Background: an optimization exercise with open tools, aiming at small area and a short achievable clock period. Do not read the settings as production practice.
No functional check of the RTL was part of any run shown here.
No activity file was given, so power comes from the tool's default toggle rates.

==> flow/design.v, too long to show whole: its modules and the start of the top module <==
// module fir: 2460 lines
// module fa: 4 lines
module fir(
    input clk,
    input signed [15:0] noisy_signal,
    output signed [15:0] filtered_signal
);
  // ...
==> flow/run.sh <==
#!/bin/bash
# synth_recipe.tcl (not shown) runs the flow's synth.tcl, then flattens the netlist and writes it again
# the make line also repeats each setting of config.mk as NAME=value (left out here)
make -C /OpenROAD-flow-scripts/flow DESIGN_CONFIG=/design/flow/config.mk WORK_HOME=/design/flow/orfs CLKGATE_MAP_FILE= SYNTH_SCRIPT=/design/flow/synth_recipe.tcl finish
==> flow/config.mk <==
export PLATFORM = sky130hd
export DESIGN_NAME = fir
export DESIGN_NICKNAME = fir
export VERILOG_FILES = /design/flow/design.v
export SDC_FILE = /design/flow/constraint.sdc
export NUM_CORES = 4
export LEC_CHECK = 0
export CAP_MARGIN = 20
export CORE_MARGIN = 2
export CORE_UTILIZATION = 58
export CTS_CLUSTER_DIAMETER = 100
export CTS_CLUSTER_SIZE = 25
export SETUP_SLACK_MARGIN = 3.8
export SLEW_MARGIN = 20
export SYNTH_HIERARCHICAL = 1
export SYNTH_MINIMUM_KEEP_SIZE = 0
==> flow/constraint.sdc <==
create_clock -name core_clock -period 6.0 [get_ports {clk}]
set_input_delay 1.2000 -clock core_clock [delete_from_list [all_inputs] [get_ports {clk}]]
set_output_delay 1.2000 -clock core_clock [all_outputs]
set_load 0.01 [all_outputs]
==> run_results.csv, run 1 <==
group,metric,value,unit
routing,routed-via-count,9650,
floorplanning,n_tap_cell,468,
worst_setup_path,crit_family,"flip-flops",
routing,drtIter0Drc,488,
worst_setup_path,cp-startpoint,"y[2]",
pwr,fin_total_pwr,0.0134,W
clocking,cts-htree-levels,1,
cells_and_area,final_cell_count_no_fill,1880,
sta,timing.hold.ws,0.322,ns
sta,slew_viol_final,0,
routing,route.met3.wl,2170,um
logic_synthesis,netlist_area,0.0216,sq mm
logic_synthesis,synth_cell_type_count,54,
cells_and_area,drive_above_1_share,0.113,
outcome,status,"no timing/DRC/antenna violations",
clocking,clk_latency,0.58,ns
global_routing,grtUsageMet1,0.335,
worst_setup_path,cp.arrival,1.00,ns
logic_synthesis,synth_top_area_cell,"dfxtp_1",
global_routing,met3_usage,0.0513,
sta,rsz0062_at_grt,"true",
worst_setup_path,start_kind,"flip-flop",
logic_synthesis,async_flop_share,0,
min_path,hold_depth,0,
cells_and_area,regArea,0.0102,sq mm
==> run 2: changes to the inputs <==
--- a/flow/design.v
+++ b/flow/design.v
@@ -1443,28 +1443,236 @@
     wire w1111;
     wire w1112;
     wire w1113;
     wire w1114;
     wire w1115;
     wire w1116;
     wire w1117;
     wire w1118;
+    wire w1119;
+    wire w1120;
+    wire w1121;
+    wire w1122;
+    wire w1123;
+    wire w1124;
+    wire w1125;
+    wire w1126;
+    wire w1127;
+    wire w1128;
+    wire w1129;
+    wire w1130;
+    wire w1131;
+    wire w1132;
+    wire w1133;
+    wire w1134;
+    wire w1135;
+    wire w1136;
+    wire w1137;
+    wire w1138;
+    wire w1139;
+    wire w1140;
+    wire w1141;
+    wire w1142;
+    wire w1143;
+    wire w1144;
+    wire w1145;
+    wire w1146;
+    wire w1147;
+    wire w1148;
+    wire w1149;
+    wire w1150;
+    wire w1151;
+    wire w1152;
+    wire w1153;
+    wire w1154;
+    wire w1155;
+    wire w1156;
+    wire w1157;
+    wire w1158;
+    wire w1159;
+    wire w1160;
+    wire w1161;
+    wire w1162;
+    wire w1163;
+    wire w1164;
+    wire w1165;
+    wire w1166;
+    wire w1167;
+    wire w1168;
+    wire w1169;
+    wire w1170;
+    wire w1171;
+    wire w1172;
+    wire w1173;
+    wire w1174;
+    wire w1175;
+    wire w1176;
+    wire w1177;
+    wire w1178;
+    wire w1179;
+    wire w1180;
+    wire w1181;
+    wire w1182;
+    wire w1183;
+    wire w1184;
+    wire w1185;
+    wire w1186;
+    wire w1187;
+    wire w1188;
+    wire w1189;
+    wire w1190;
+    wire w1191;
+    wire w1192;
+    wire w1193;
+    wire w1194;
+    wire w1195;
+    wire w1196;
+    wire w1197;
+    wire w1198;
+    wire w1199;
+    wire w1200;
+    wire w1201;
+    wire w1202;
+    wire w1203;
+    wire w1204;
+    wire w1205;
+    wire w1206;
+    wire w1207;
+    wire w1208;
+    wire w1209;
+    wire w1210;
+    wire w1211;
+    wire w1212;
+    wire w1213;
+    wire w1214;
+    wire w1215;
+    wire w1216;
+    wire w1217;
+    wire w1218;
+    wire w1219;
+    wire w1220;
+    wire w1221;
+    wire w1222;
+    wire w1223;
+    wire w1224;
+    wire w1225;
+    wire w1226;
+    wire w1227;
+    wire w1228;
+    wire w1229;
+    wire w1230;
+    wire w1231;
+    wire w1232;
+    wire w1233;
+    wire w1234;
+    wire w1235;
+    wire w1236;
+    wire w1237;
+    wire w1238;
+    wire w1239;
+    wire w1240;
+    wire w1241;
+    wire w1242;
+    wire w1243;
+    wire w1244;
+    wire w1245;
+    wire w1246;
+    wire w1247;
+    wire w1248;
+    wire w1249;
+    wire w1250;
+    wire w1251;
+    wire w1252;
+    wire w1253;
+    wire w1254;
+    wire w1255;
+    wire w1256;
+    wire w1257;
+    wire w1258;
+    wire w1259;
+    wire w1260;
+    wire w1261;
+    wire w1262;
+    wire w1263;
+    wire w1264;
+    wire w1265;
+    wire w1266;
+    wire w1267;
+    wire w1268;
+    wire w1269;
+    wire w1270;
+    wire w1271;
+    wire w1272;
+    wire w1273;
+    wire w1274;
+    wire w1275;
+    wire w1276;
+    wire w1277;
+    wire w1278;
+    wire w1279;
+    wire w1280;
+    wire w1281;
+    wire w1282;
+    wire w1283;
+    wire w1284;
+    wire w1285;
+    wire w1286;
+    wire w1287;
+    wire w1288;
+    wire w1289;
+    wire w1290;
+    wire w1291;
+    wire w1292;
+    wire w1293;
+    wire w1294;
+    wire w1295;
+    wire w1296;
+    wire w1297;
+    wire w1298;
+    wire w1299;
+    wire w1300;
+    wire w1301;
+    wire w1302;
+    wire w1303;
+    wire w1304;
+    wire w1305;
+    wire w1306;
+    wire w1307;
+    wire w1308;
+    wire w1309;
+    wire w1310;
+    wire w1311;
+    wire w1312;
+    wire w1313;
+    wire w1314;
+    wire w1315;
+    wire w1316;
+    wire w1317;
+    wire w1318;
+    wire w1319;
+    wire w1320;
+    wire w1321;
+    wire w1322;
+    wire w1323;
+    wire w1324;
+    wire w1325;
+    wire w1326;
     always @(posedge clk) begin
         r0 <= noisy_signal;
         r1 <= r0;
         r2 <= r1;
         r3 <= r2;
         r4 <= r3;
         r5 <= r4;
         r6 <= r5;
         r7 <= r6;
         r8 <= r7;
-        p0_0 <= {r0[15], r0} + {r8[15], r8};
-        p1_0 <= {r1[15], r1} + {r7[15], r7};
+        p0_0 <= {w1123, w1122, w1121, w1120, w1119, w1118, w1117, w1116, w1115, w1114, w1113, w1112, w1111, w1110, w1109, w1108, w1021};
+        p1_0 <= {w1227, w1226, w1225, w1224, w1223, w1222, w1221, w1220, w1219, w1218, w1217, w1216, w1215, w1214, w1213, w1212, w1125};
         rp2_0 <= w1;
         rp2_1 <= w3;
         rp2_2 <= w5;
         rp2_3 <= w7;
         rc2_4 <= w8;
         rp2_5 <= w9;
         rp2_6 <= w11;
         rp2_7 <= w13;
@@ -1770,17 +1978,17 @@
         q3_307 <= w997;
         q3_308 <= w1003;
         q3_309 <= w1004;
         q3_310 <= w1009;
         q3_311 <= w1010;
         q3_312 <= w1015;
         q3_313 <= w1016;
         q3_314 <= w1018;
-        y <= {w1118, w1117, w1116, w1115, w1114, w1113, w1112, w1111, w1110, w1109, w1108, w1107, w1106, w1105, w1104, w1021};
+        y <= {w1326, w1325, w1324, w1323, w1322, w1321, w1320, w1319, w1318, w1317, w1316, w1315, w1314, w1313, w1312, w1229};
     end
     assign w1 = r0[0] ^ r4[0];
     assign w2 = r0[0] & r4[0];
     fa uw3 (.a(r0[1]), .b(r4[1]), .c(w2), .s(w3), .co(w4));
     fa uw5 (.a(r0[2]), .b(r4[2]), .c(w4), .s(w5), .co(w6));
     fa uw7 (.a(r0[3]), .b(r4[3]), .c(w6), .s(w7), .co(w8));
     fa uw9 (.a(r1[4]), .b(r5[4]), .c(rc2_4), .s(w9), .co(w10));
     fa uw11 (.a(r1[5]), .b(r5[5]), .c(w10), .s(w11), .co(w12));
@@ -2352,113 +2560,321 @@
     fa uw1007 (.a(rp3_41), .b(w982), .c(w999), .s(w1007), .co(w1008));
     fa uw1009 (.a(w1005), .b(w1002), .c(w1007), .s(w1009), .co(w1010));
     assign w1011 = ~q2_280;
     fa uw1012 (.a(w1011), .b(rp2_20), .c(rp3_42), .s(w1012), .co(w1013));
     assign w1014 = ~w1012;
     fa uw1015 (.a(w1006), .b(w1014), .c(w1008), .s(w1015), .co(w1016));
     assign w1017 = ~w1013;
     fa uw1018 (.a(q2_281), .b(q2_282), .c(w1017), .s(w1018), .co(w1019));
-    assign w1020 = q3_283 & q3_284;
-    assign w1021 = q3_283 ^ q3_284;
-    assign w1022 = q3_285 & q3_286;
-    assign w1023 = q3_285 ^ q3_286;
-    assign w1024 = q3_287 & q3_288;
-    assign w1025 = q3_287 ^ q3_288;
-    assign w1026 = q3_289 & q3_290;
-    assign w1027 = q3_289 ^ q3_290;
-    assign w1028 = q3_291 & q3_292;
-    assign w1029 = q3_291 ^ q3_292;
-    assign w1030 = q3_293 & q3_294;
-    assign w1031 = q3_293 ^ q3_294;
-    assign w1032 = q3_295 & q3_296;
-    assign w1033 = q3_295 ^ q3_296;
-    assign w1034 = q3_297 & q3_298;
-    assign w1035 = q3_297 ^ q3_298;
-    assign w1036 = q3_299 & q3_300;
-    assign w1037 = q3_299 ^ q3_300;
-    assign w1038 = q3_301 & q3_302;
-    assign w1039 = q3_301 ^ q3_302;
-    assign w1040 = q3_303 & q3_304;
-    assign w1041 = q3_303 ^ q3_304;
-    assign w1042 = q3_305 & q3_306;
-    assign w1043 = q3_305 ^ q3_306;
-    assign w1044 = q3_307 & q3_308;
-    assign w1045 = q3_307 ^ q3_308;
-    assign w1046 = q3_309 & q3_310;
-    assign w1047 = q3_309 ^ q3_310;
-    assign w1048 = q3_311 & q3_312;
-    assign w1049 = q3_311 ^ q3_312;
-    assign w1050 = q3_313 & q3_314;
-    assign w1051 = q3_313 ^ q3_314;
-    assign w1052 = w1022 | (w1023 & w1020);
-    assign w1053 = w1023 & w1021;
-    assign w1054 = w1026 | (w1027 & w1024);
-    assign w1055 = w1027 & w1025;
-    assign w1056 = w1030 | (w1031 & w1028);
-    assign w1057 = w1031 & w1029;
-    assign w1058 = w1034 | (w1035 & w1032);
-    assign w1059 = w1035 & w1033;
-    assign w1060 = w1038 | (w1039 & w1036);
-    assign w1061 = w1039 & w1037;
-    assign w1062 = w1042 | (w1043 & w1040);
-    assign w1063 = w1043 & w1041;
-    assign w1064 = w1046 | (w1047 & w1044);
-    assign w1065 = w1047 & w1045;
-    assign w1066 = w1050 | (w1051 & w1048);
-    assign w1067 = w1051 & w1049;
-    assign w1068 = w1054 | (w1055 & w1052);
-    assign w1069 = w1055 & w1053;
-    assign w1070 = w1058 | (w1059 & w1056);
-    assign w1071 = w1059 & w1057;
-    assign w1072 = w1062 | (w1063 & w1060);
-    assign w1073 = w1063 & w1061;
-    assign w1074 = w1066 | (w1067 & w1064);
-    assign w1075 = w1067 & w1065;
-    assign w1076 = w1070 | (w1071 & w1068);
-    assign w1077 = w1071 & w1069;
-    assign w1078 = w1074 | (w1075 & w1072);
-    assign w1079 = w1075 & w1073;
-    assign w1080 = w1078 | (w1079 & w1076);
-    assign w1081 = w1079 & w1077;
-    assign w1082 = w1072 | (w1073 & w1076);
-    assign w1083 = w1073 & w1077;
-    assign w1084 = w1056 | (w1057 & w1068);
-    assign w1085 = w1057 & w1069;
-    assign w1086 = w1060 | (w1061 & w1076);
-    assign w1087 = w1061 & w1077;
-    assign w1088 = w1064 | (w1065 & w1082);
-    assign w1089 = w1065 & w1083;
-    assign w1090 = w1024 | (w1025 & w1052);
-    assign w1091 = w1025 & w1053;
-    assign w1092 = w1028 | (w1029 & w1068);
-    assign w1093 = w1029 & w1069;
-    assign w1094 = w1032 | (w1033 & w1084);
-    assign w1095 = w1033 & w1085;
-    assign w1096 = w1036 | (w1037 & w1076);
-    assign w1097 = w1037 & w1077;
-    assign w1098 = w1040 | (w1041 & w1086);
-    assign w1099 = w1041 & w1087;
-    assign w1100 = w1044 | (w1045 & w1082);
-    assign w1101 = w1045 & w1083;
-    assign w1102 = w1048 | (w1049 & w1088);
-    assign w1103 = w1049 & w1089;
-    assign w1104 = w1023 ^ w1020;
-    assign w1105 = w1025 ^ w1052;
-    assign w1106 = w1027 ^ w1090;
-    assign w1107 = w1029 ^ w1068;
-    assign w1108 = w1031 ^ w1092;
-    assign w1109 = w1033 ^ w1084;
-    assign w1110 = w1035 ^ w1094;
-    assign w1111 = w1037 ^ w1076;
-    assign w1112 = w1039 ^ w1096;
-    assign w1113 = w1041 ^ w1086;
-    assign w1114 = w1043 ^ w1098;
-    assign w1115 = w1045 ^ w1082;
-    assign w1116 = w1047 ^ w1100;
-    assign w1117 = w1049 ^ w1088;
-    assign w1118 = w1051 ^ w1102;
+    assign w1020 = r0[0] & r8[0];
+    assign w1021 = r0[0] ^ r8[0];
+    assign w1022 = r0[1] & r8[1];
+    assign w1023 = r0[1] ^ r8[1];
+    assign w1024 = r0[2] & r8[2];
+    assign w1025 = r0[2] ^ r8[2];
+    assign w1026 = r0[3] & r8[3];
+    assign w1027 = r0[3] ^ r8[3];
+    assign w1028 = r0[4] & r8[4];
+    assign w1029 = r0[4] ^ r8[4];
+    assign w1030 = r0[5] & r8[5];
+    assign w1031 = r0[5] ^ r8[5];
+    assign w1032 = r0[6] & r8[6];
+    assign w1033 = r0[6] ^ r8[6];
+    assign w1034 = r0[7] & r8[7];
+    assign w1035 = r0[7] ^ r8[7];
+    assign w1036 = r0[8] & r8[8];
+    assign w1037 = r0[8] ^ r8[8];
+    assign w1038 = r0[9] & r8[9];
+    assign w1039 = r0[9] ^ r8[9];
+    assign w1040 = r0[10] & r8[10];
+    assign w1041 = r0[10] ^ r8[10];
+    assign w1042 = r0[11] & r8[11];
+    assign w1043 = r0[11] ^ r8[11];
+    assign w1044 = r0[12] & r8[12];
+    assign w1045 = r0[12] ^ r8[12];
+    assign w1046 = r0[13] & r8[13];
+    assign w1047 = r0[13] ^ r8[13];
+    assign w1048 = r0[14] & r8[14];
+    assign w1049 = r0[14] ^ r8[14];
+    assign w1050 = r0[15] & r8[15];
+    assign w1051 = r0[15] ^ r8[15];
+    assign w1052 = r0[15] & r8[15];
+    assign w1053 = r0[15] ^ r8[15];
+    assign w1054 = w1022 | (w1023 & w1020);
+    assign w1055 = w1023 & w1021;
+    assign w1056 = w1026 | (w1027 & w1024);
+    assign w1057 = w1027 & w1025;
+    assign w1058 = w1030 | (w1031 & w1028);
+    assign w1059 = w1031 & w1029;
+    assign w1060 = w1034 | (w1035 & w1032);
+    assign w1061 = w1035 & w1033;
+    assign w1062 = w1038 | (w1039 & w1036);
+    assign w1063 = w1039 & w1037;
+    assign w1064 = w1042 | (w1043 & w1040);
+    assign w1065 = w1043 & w1041;
+    assign w1066 = w1046 | (w1047 & w1044);
+    assign w1067 = w1047 & w1045;
+    assign w1068 = w1050 | (w1051 & w1048);
+    assign w1069 = w1051 & w1049;
+    assign w1070 = w1056 | (w1057 & w1054);
+    assign w1071 = w1057 & w1055;
+    assign w1072 = w1060 | (w1061 & w1058);
+    assign w1073 = w1061 & w1059;
+    assign w1074 = w1064 | (w1065 & w1062);
+    assign w1075 = w1065 & w1063;
+    assign w1076 = w1068 | (w1069 & w1066);
+    assign w1077 = w1069 & w1067;
+    assign w1078 = w1072 | (w1073 & w1070);
+    assign w1079 = w1073 & w1071;
+    assign w1080 = w1076 | (w1077 & w1074);
+    assign w1081 = w1077 & w1075;
+    assign w1082 = w1080 | (w1081 & w1078);
+    assign w1083 = w1081 & w1079;
+    assign w1084 = w1074 | (w1075 & w1078);
+    assign w1085 = w1075 & w1079;
+    assign w1086 = w1058 | (w1059 & w1070);
+    assign w1087 = w1059 & w1071;
+    assign w1088 = w1062 | (w1063 & w1078);
+    assign w1089 = w1063 & w1079;
+    assign w1090 = w1066 | (w1067 & w1084);
+    assign w1091 = w1067 & w1085;
+    assign w1092 = w1024 | (w1025 & w1054);
+    assign w1093 = w1025 & w1055;
+    assign w1094 = w1028 | (w1029 & w1070);
+    assign w1095 = w1029 & w1071;
+    assign w1096 = w1032 | (w1033 & w1086);
+    assign w1097 = w1033 & w1087;
+    assign w1098 = w1036 | (w1037 & w1078);
+    assign w1099 = w1037 & w1079;
+    assign w1100 = w1040 | (w1041 & w1088);
+    assign w1101 = w1041 & w1089;
+    assign w1102 = w1044 | (w1045 & w1084);
+    assign w1103 = w1045 & w1085;
+    assign w1104 = w1048 | (w1049 & w1090);
+    assign w1105 = w1049 & w1091;
+    assign w1106 = w1052 | (w1053 & w1082);
+    assign w1107 = w1053 & w1083;
+    assign w1108 = w1023 ^ w1020;
+    assign w1109 = w1025 ^ w1054;
+    assign w1110 = w1027 ^ w1092;
+    assign w1111 = w1029 ^ w1070;
+    assign w1112 = w1031 ^ w1094;
+    assign w1113 = w1033 ^ w1086;
+    assign w1114 = w1035 ^ w1096;
+    assign w1115 = w1037 ^ w1078;
+    assign w1116 = w1039 ^ w1098;
+    assign w1117 = w1041 ^ w1088;
+    assign w1118 = w1043 ^ w1100;
+    assign w1119 = w1045 ^ w1084;
+    assign w1120 = w1047 ^ w1102;
+    assign w1121 = w1049 ^ w1090;
+    assign w1122 = w1051 ^ w1104;
+    assign w1123 = w1053 ^ w1082;
+    assign w1124 = r1[0] & r7[0];
+    assign w1125 = r1[0] ^ r7[0];
+    assign w1126 = r1[1] & r7[1];
+    assign w1127 = r1[1] ^ r7[1];
+    assign w1128 = r1[2] & r7[2];
+    assign w1129 = r1[2] ^ r7[2];
+    assign w1130 = r1[3] & r7[3];
+    assign w1131 = r1[3] ^ r7[3];
+    assign w1132 = r1[4] & r7[4];
+    assign w1133 = r1[4] ^ r7[4];
+    assign w1134 = r1[5] & r7[5];
+    assign w1135 = r1[5] ^ r7[5];
+    assign w1136 = r1[6] & r7[6];
+    assign w1137 = r1[6] ^ r7[6];
+    assign w1138 = r1[7] & r7[7];
+    assign w1139 = r1[7] ^ r7[7];
+    assign w1140 = r1[8] & r7[8];
+    assign w1141 = r1[8] ^ r7[8];
+    assign w1142 = r1[9] & r7[9];
+    assign w1143 = r1[9] ^ r7[9];
+    assign w1144 = r1[10] & r7[10];
+    assign w1145 = r1[10] ^ r7[10];
+    assign w1146 = r1[11] & r7[11];
+    assign w1147 = r1[11] ^ r7[11];
+    assign w1148 = r1[12] & r7[12];
+    assign w1149 = r1[12] ^ r7[12];
+    assign w1150 = r1[13] & r7[13];
+    assign w1151 = r1[13] ^ r7[13];
+    assign w1152 = r1[14] & r7[14];
+    assign w1153 = r1[14] ^ r7[14];
+    assign w1154 = r1[15] & r7[15];
+    assign w1155 = r1[15] ^ r7[15];
+    assign w1156 = r1[15] & r7[15];
+    assign w1157 = r1[15] ^ r7[15];
+    assign w1158 = w1126 | (w1127 & w1124);
+    assign w1159 = w1127 & w1125;
+    assign w1160 = w1130 | (w1131 & w1128);
+    assign w1161 = w1131 & w1129;
+    assign w1162 = w1134 | (w1135 & w1132);
+    assign w1163 = w1135 & w1133;
+    assign w1164 = w1138 | (w1139 & w1136);
+    assign w1165 = w1139 & w1137;
+    assign w1166 = w1142 | (w1143 & w1140);
+    assign w1167 = w1143 & w1141;
+    assign w1168 = w1146 | (w1147 & w1144);
+    assign w1169 = w1147 & w1145;
+    assign w1170 = w1150 | (w1151 & w1148);
+    assign w1171 = w1151 & w1149;
+    assign w1172 = w1154 | (w1155 & w1152);
+    assign w1173 = w1155 & w1153;
+    assign w1174 = w1160 | (w1161 & w1158);
+    assign w1175 = w1161 & w1159;
+    assign w1176 = w1164 | (w1165 & w1162);
+    assign w1177 = w1165 & w1163;
+    assign w1178 = w1168 | (w1169 & w1166);
+    assign w1179 = w1169 & w1167;
+    assign w1180 = w1172 | (w1173 & w1170);
+    assign w1181 = w1173 & w1171;
+    assign w1182 = w1176 | (w1177 & w1174);
+    assign w1183 = w1177 & w1175;
+    assign w1184 = w1180 | (w1181 & w1178);
+    assign w1185 = w1181 & w1179;
+    assign w1186 = w1184 | (w1185 & w1182);
+    assign w1187 = w1185 & w1183;
+    assign w1188 = w1178 | (w1179 & w1182);
+    assign w1189 = w1179 & w1183;
+    assign w1190 = w1162 | (w1163 & w1174);
+    assign w1191 = w1163 & w1175;
+    assign w1192 = w1166 | (w1167 & w1182);
+    assign w1193 = w1167 & w1183;
+    assign w1194 = w1170 | (w1171 & w1188);
+    assign w1195 = w1171 & w1189;
+    assign w1196 = w1128 | (w1129 & w1158);
+    assign w1197 = w1129 & w1159;
+    assign w1198 = w1132 | (w1133 & w1174);
+    assign w1199 = w1133 & w1175;
+    assign w1200 = w1136 | (w1137 & w1190);
+    assign w1201 = w1137 & w1191;
+    assign w1202 = w1140 | (w1141 & w1182);
+    assign w1203 = w1141 & w1183;
+    assign w1204 = w1144 | (w1145 & w1192);
+    assign w1205 = w1145 & w1193;
+    assign w1206 = w1148 | (w1149 & w1188);
+    assign w1207 = w1149 & w1189;
+    assign w1208 = w1152 | (w1153 & w1194);
+    assign w1209 = w1153 & w1195;
+    assign w1210 = w1156 | (w1157 & w1186);
+    assign w1211 = w1157 & w1187;
+    assign w1212 = w1127 ^ w1124;
+    assign w1213 = w1129 ^ w1158;
+    assign w1214 = w1131 ^ w1196;
+    assign w1215 = w1133 ^ w1174;
+    assign w1216 = w1135 ^ w1198;
+    assign w1217 = w1137 ^ w1190;
+    assign w1218 = w1139 ^ w1200;
+    assign w1219 = w1141 ^ w1182;
+    assign w1220 = w1143 ^ w1202;
+    assign w1221 = w1145 ^ w1192;
+    assign w1222 = w1147 ^ w1204;
+    assign w1223 = w1149 ^ w1188;
+    assign w1224 = w1151 ^ w1206;
+    assign w1225 = w1153 ^ w1194;
+    assign w1226 = w1155 ^ w1208;
+    assign w1227 = w1157 ^ w1186;
+    assign w1228 = q3_283 & q3_284;
+    assign w1229 = q3_283 ^ q3_284;
+    assign w1230 = q3_285 & q3_286;
+    assign w1231 = q3_285 ^ q3_286;
+    assign w1232 = q3_287 & q3_288;
+    assign w1233 = q3_287 ^ q3_288;
+    assign w1234 = q3_289 & q3_290;
+    assign w1235 = q3_289 ^ q3_290;
+    assign w1236 = q3_291 & q3_292;
+    assign w1237 = q3_291 ^ q3_292;
+    assign w1238 = q3_293 & q3_294;
+    assign w1239 = q3_293 ^ q3_294;
+    assign w1240 = q3_295 & q3_296;
+    assign w1241 = q3_295 ^ q3_296;
+    assign w1242 = q3_297 & q3_298;
+    assign w1243 = q3_297 ^ q3_298;
+    assign w1244 = q3_299 & q3_300;
+    assign w1245 = q3_299 ^ q3_300;
+    assign w1246 = q3_301 & q3_302;
+    assign w1247 = q3_301 ^ q3_302;
+    assign w1248 = q3_303 & q3_304;
+    assign w1249 = q3_303 ^ q3_304;
+    assign w1250 = q3_305 & q3_306;
+    assign w1251 = q3_305 ^ q3_306;
+    assign w1252 = q3_307 & q3_308;
+    assign w1253 = q3_307 ^ q3_308;
+    assign w1254 = q3_309 & q3_310;
+    assign w1255 = q3_309 ^ q3_310;
+    assign w1256 = q3_311 & q3_312;
+    assign w1257 = q3_311 ^ q3_312;
+    assign w1258 = q3_313 & q3_314;
+    assign w1259 = q3_313 ^ q3_314;
+    assign w1260 = w1230 | (w1231 & w1228);
+    assign w1261 = w1231 & w1229;
+    assign w1262 = w1234 | (w1235 & w1232);
+    assign w1263 = w1235 & w1233;
+    assign w1264 = w1238 | (w1239 & w1236);
+    assign w1265 = w1239 & w1237;
+    assign w1266 = w1242 | (w1243 & w1240);
+    assign w1267 = w1243 & w1241;
+    assign w1268 = w1246 | (w1247 & w1244);
+    assign w1269 = w1247 & w1245;
+    assign w1270 = w1250 | (w1251 & w1248);
+    assign w1271 = w1251 & w1249;
+    assign w1272 = w1254 | (w1255 & w1252);
+    assign w1273 = w1255 & w1253;
+    assign w1274 = w1258 | (w1259 & w1256);
+    assign w1275 = w1259 & w1257;
+    assign w1276 = w1262 | (w1263 & w1260);
+    assign w1277 = w1263 & w1261;
+    assign w1278 = w1266 | (w1267 & w1264);
+    assign w1279 = w1267 & w1265;
+    assign w1280 = w1270 | (w1271 & w1268);
+    assign w1281 = w1271 & w1269;
+    assign w1282 = w1274 | (w1275 & w1272);
+    assign w1283 = w1275 & w1273;
+    assign w1284 = w1278 | (w1279 & w1276);
+    assign w1285 = w1279 & w1277;
+    assign w1286 = w1282 | (w1283 & w1280);
+    assign w1287 = w1283 & w1281;
+    assign w1288 = w1286 | (w1287 & w1284);
+    assign w1289 = w1287 & w1285;
+    assign w1290 = w1280 | (w1281 & w1284);
+    assign w1291 = w1281 & w1285;
+    assign w1292 = w1264 | (w1265 & w1276);
+    assign w1293 = w1265 & w1277;
+    assign w1294 = w1268 | (w1269 & w1284);
+    assign w1295 = w1269 & w1285;
+    assign w1296 = w1272 | (w1273 & w1290);
+    assign w1297 = w1273 & w1291;
+    assign w1298 = w1232 | (w1233 & w1260);
+    assign w1299 = w1233 & w1261;
+    assign w1300 = w1236 | (w1237 & w1276);
+    assign w1301 = w1237 & w1277;
+    assign w1302 = w1240 | (w1241 & w1292);
+    assign w1303 = w1241 & w1293;
+    assign w1304 = w1244 | (w1245 & w1284);
+    assign w1305 = w1245 & w1285;
+    assign w1306 = w1248 | (w1249 & w1294);
+    assign w1307 = w1249 & w1295;
+    assign w1308 = w1252 | (w1253 & w1290);
+    assign w1309 = w1253 & w1291;
+    assign w1310 = w1256 | (w1257 & w1296);
+    assign w1311 = w1257 & w1297;
+    assign w1312 = w1231 ^ w1228;
+    assign w1313 = w1233 ^ w1260;
+    assign w1314 = w1235 ^ w1298;
+    assign w1315 = w1237 ^ w1276;
+    assign w1316 = w1239 ^ w1300;
+    assign w1317 = w1241 ^ w1292;
+    assign w1318 = w1243 ^ w1302;
+    assign w1319 = w1245 ^ w1284;
+    assign w1320 = w1247 ^ w1304;
+    assign w1321 = w1249 ^ w1294;
+    assign w1322 = w1251 ^ w1306;
+    assign w1323 = w1253 ^ w1290;
+    assign w1324 = w1255 ^ w1308;
+    assign w1325 = w1257 ^ w1296;
+    assign w1326 = w1259 ^ w1310;
     assign filtered_signal = y;
 endmodule
 module fa(input a, input b, input c, output s, output co);
     assign s = a ^ b ^ c;
     assign co = (a & b) | (a & c) | (b & c);
 endmodule
==> run 2 against run 1 <==
Net effect: still clean on timing, DRC and antenna; clock skew rose by 0.0018 ns; non-clock buffer count increased by 4; critical path depth up 9; first-iteration DRC count rose by 2.3%; clock power about the same; wire length decreased by 2.6%; setup slack got worse by 0.13 ns; largest power group unchanged; highest routed layer is now met4.
==> run_results.csv, run 2 <==
group,metric,value,unit
clocking,clk_pin_slew,0.10,ns
sta,setup_violations,0,
routing,viasPerCell,5.04,
sta,worst_pin_slew,0.625,ns
floorplanning,die_h,196,um
clocking,clk_latency,0.57,ns
sta,rsz0062_at_grt,"true",
logic_synthesis,syn_area_per_cell,16.6,sq um
global_routing,grt_pass1_vias,10981,
logic_synthesis,synth_most_common_cell,"dfxtp_1",
worst_setup_path,r2r_setup_slack,3.67,ns
clocking,cts-root-buf,"clkbuf_16",
worst_setup_path,timing.rr.start,"r7[0]",
min_path,hold_path_class,"flip-flop to flip-flop",
placement,hpwlAfterDp,35100,um
worst_setup_path,cp.arrival,2.78,ns
global_routing,met3_usage,0.0376,
global_routing,gr-usage-all-layers,0.239,
sta,fmax,0.430,GHz
sta,fin_crit,2.33,ns
flow_run,maxCapViolCount,0,
global_routing,top_usage_layer,"met2",
floorplanning,die_w,196,um
sta,finalHoldViolCount,0,
floorplanning,row_count,70,
clocking,cts_tree,"yes",
worst_setup_path,crit_required,6.45,ns
sta,fin_crit_sh,0.388,
logic_synthesis,synth_ff_type,"dfxtp_1",
sta,tns,0,ns
logic_synthesis,synth_enable_flop_cells,0,
global_routing,grt.overflow.total,0,
clocking,cts_inserted_buffers,24,
placement,dpl-instance-area,0.0223,sq mm
logic_synthesis,netlist_area,0.0213,sq mm
routing,drtIter0Drc,499,
cells_and_area,fin_nets,1880,
worst_setup_path,cp-startpoint,"r7[0]",
worst_setup_path,r2r_cells,10,
outcome,status,"no timing/DRC/antenna violations",
floorplanning,initial_utilization,0.585,
routing,routed-via-count,9192,
sta,finClkSkew,0.0287,ns
routing,drc,0,
cells_and_area,synthToLayoutAreaGrowth,9.11,%
logic_synthesis,netlist_instances,1283,
sta,slew_headroom,0.582,
worst_setup_path,reg2reg_to,"p1_0[10]",
worst_setup_path,crit_fanout,2,
cells_and_area,drive_above_1_share,0.131,
logic_synthesis,synth.yosys.seq_area_share,0.474,
floorplanning,pin_count,33,
logic_synthesis,synth_commonest_cells,"505 x dfxtp_1, 463 x fa_1, 143 x inv_1",
logic_synthesis,synth_top_area_cell,"dfxtp_1",
logic_synthesis,netlist.area_leader.share,0.474,
logic_synthesis,syn-num-nets,1808,
routing,antenna_left,0,
logic_synthesis,yosysWarnings,7,
sta,slew_viol_final,0,
min_path,min_to,"r3[13]",
clocking,cts_max_path_buffers,3,
floorplanning,core_area,0.0364,sq mm
pwr,p_per_area,582,mW/mm^2
logic_synthesis,synth_cell_type_count,41,
clocking,cts_sinks,505,
global_routing,grt_antenna_before_repair,2,
placement,io_buffers,32,
global_routing,met2_usage,0.378,
logic_synthesis,netlist_top_cells_area,"dfxtp_1 47%, fa_1 43%, ha_1 2.6%",
placement,gp_congestion,0.846,
cells_and_area,reg.largest.list,"p0_0 (17), p1_0 (17)",
global_routing,grt_pass1_wl,65600,um
global_routing,grt_max_degree,27,
floorplanning,die_area,0.0383,sq mm
worst_setup_path,crit_type,"flip-flop to flip-flop",
pwr,ir_worst_vdd,349,uV
routing,first_pass_iters,4,
global_routing,grtUsageMet1,0.361,
worst_setup_path,cp-end-kind,"flip-flop",
pwr,p_leak,9.61,nW
min_path,hold_path_startpoint,"r2[13]",
cells_and_area,final_cell_mix,"450 x fa_1, 427 x dfxtp_1, 139 x inv_1, 66 x dfxtp_2, 40 x ha_1",
clocking,cts-htree-levels,1,
routing,wl_per_cell,23.1,um
logic_synthesis,synth-seq-cells,505,
worst_setup_path,start_kind,"flip-flop",
cells_and_area,design_area,0.0233,sq mm
cells_and_area,layout_commonest_cell,"fa_1",
routing,drt-total-wl,42100,um
logic_synthesis,async_flop_share,0,
min_path,hold_depth,0,
[run 2: changes by cell type in the layout (fill, tap and decap cells not counted), moves of 4 or more]
cell	delta
a21oi_1	-13
dfxtp_1	-12
dfxtp_2	+4
dfxtp_4	+8
fa_1	+9
fa_2	+5
inv_1	+18
nand2_1	-4
nand3_1	-5
nor2_1	-11
o211ai_1	-4
o21ai_0	-20
[run 2: how the worst max path moves through the flow]
stage	endpoint	slack [ns]	cells after the start
finish	p1_0[10]	3.67	10
global placement	p0_0[14]	3.44	9
floorplan	p0_0[9]	3.79	10
CTS	p1_0[10]	3.57	9
detailed placement	p0_0[14]	3.34	8
global route	p1_0[13]	3.58	10
[run 2: repair_timing]
item                                    in CTS  in global routing
pin swaps                                   26                 21
gates resized for setup                    150                 48
endpoints found under the hold margin        0                  0
endpoints found under the setup margin      97                 73
gates cloned                                 0                  0
hold buffers                                 0                  0
setup buffers                                6                  8
[run 2: Yosys stat by module (local to each module, per instance)]
module	cell area, sq um	cells inside	copies in the design
fa	20.0	1	439
fir	12500	844	1
[run 2: metal layers]
metal  share of wire  routed length, um
met1            0.47              19800
met2            0.46              19300
met3           0.054               2290
met4           0.018                767
met5               0                  0
[run 2: layout make-up]
class	instances	area (sq um)
flip-flops and latches	505	10200
inverters	143	537
well taps	468	586
repair buffers	46	372
clock inverters	1	20.0
clock buffers	26	629
diodes	1	2.50
fillers	2702	13200
multi-input cells	635	10900
[run 2: per-stage QoR]
step           std cells  setup WS [ns]  hold WS (ns)  utilization  power [W]
6_report            1825           3.67         0.331        0.639     0.0136
5_1_grt             1824           3.58         0.334        0.638     0.0150
4_1_cts             1816           3.57         0.334        0.635     0.0137
3_5_place_dp        1783           3.34         0.312        0.611     0.0119
3_3_place_gp        1783           3.44         0.310        0.611     0.0117
2_1_floorplan       1283           3.79         0.310            -    0.00956
[run 2: logic make-up after synthesis]
family,after synthesis,share of synthesized area
buf+inv,143,0.0252
xor+xnor,26,0.0107
compound gates,47,0.0155
flops,505,0.474
fa+ha+maj,510,0.462
simple gates,51,0.0123
other cells,1,0.000176
[run 2: worst max-delay path: stages (launching register included)]
cell and delay (ns):
dfxtp_2 0.36, ha_4 0.13, inv_2 0.03, fa_2 0.34, nor2b_2 0.15, o211ai_1 0.15, a31oi_4 0.25, buf_4 0.16
o22ai_4 0.06, o21bai_1 0.16, fa_1 0.43
[run 2: where the power goes]
part / internal, W / switching [W] / leakage [nW] / total, W
combinational: 0.00301 / 0.00313 / 5.02 / 0.00614
sequential: 0.00477 / 0.000878 / 4.27 / 0.00565
clock: 0.000755 / 0.00101 / 0.319 / 0.00177
total: 0.00853 / 0.00502 / 9.61 / 0.0136

## port drivers added, routing unchanged
In the flow no input, the clock included, has a driving cell. The finished layouts below were timed again as built, in two steps.
Step 1 assumes that a clkbuf_16 drives the clock port and a buf_2 every other input.
Step 2 adds t to the input delays and takes it off the output delays; t is the mean of the earliest and latest rising clock arrival at the registers after step 1. Input paths then give back, and output paths get back, about the clock's delay inside the block.
Slacks: ideal / step 1 / step 2; pairs: ideal / step 1.
| run | t, ns | setup slack, ns | slew at the worst register clock pin (ns) |
|---|---|---|---|
| run 1 | 0.618 | 3.800 / 3.748 / 3.806 | 0.10 / 0.10 |
| run 2 | 0.605 | 3.674 / 3.674 / 3.674 | 0.10 / 0.10 |
After both steps setup and hold are still met in every run listed.
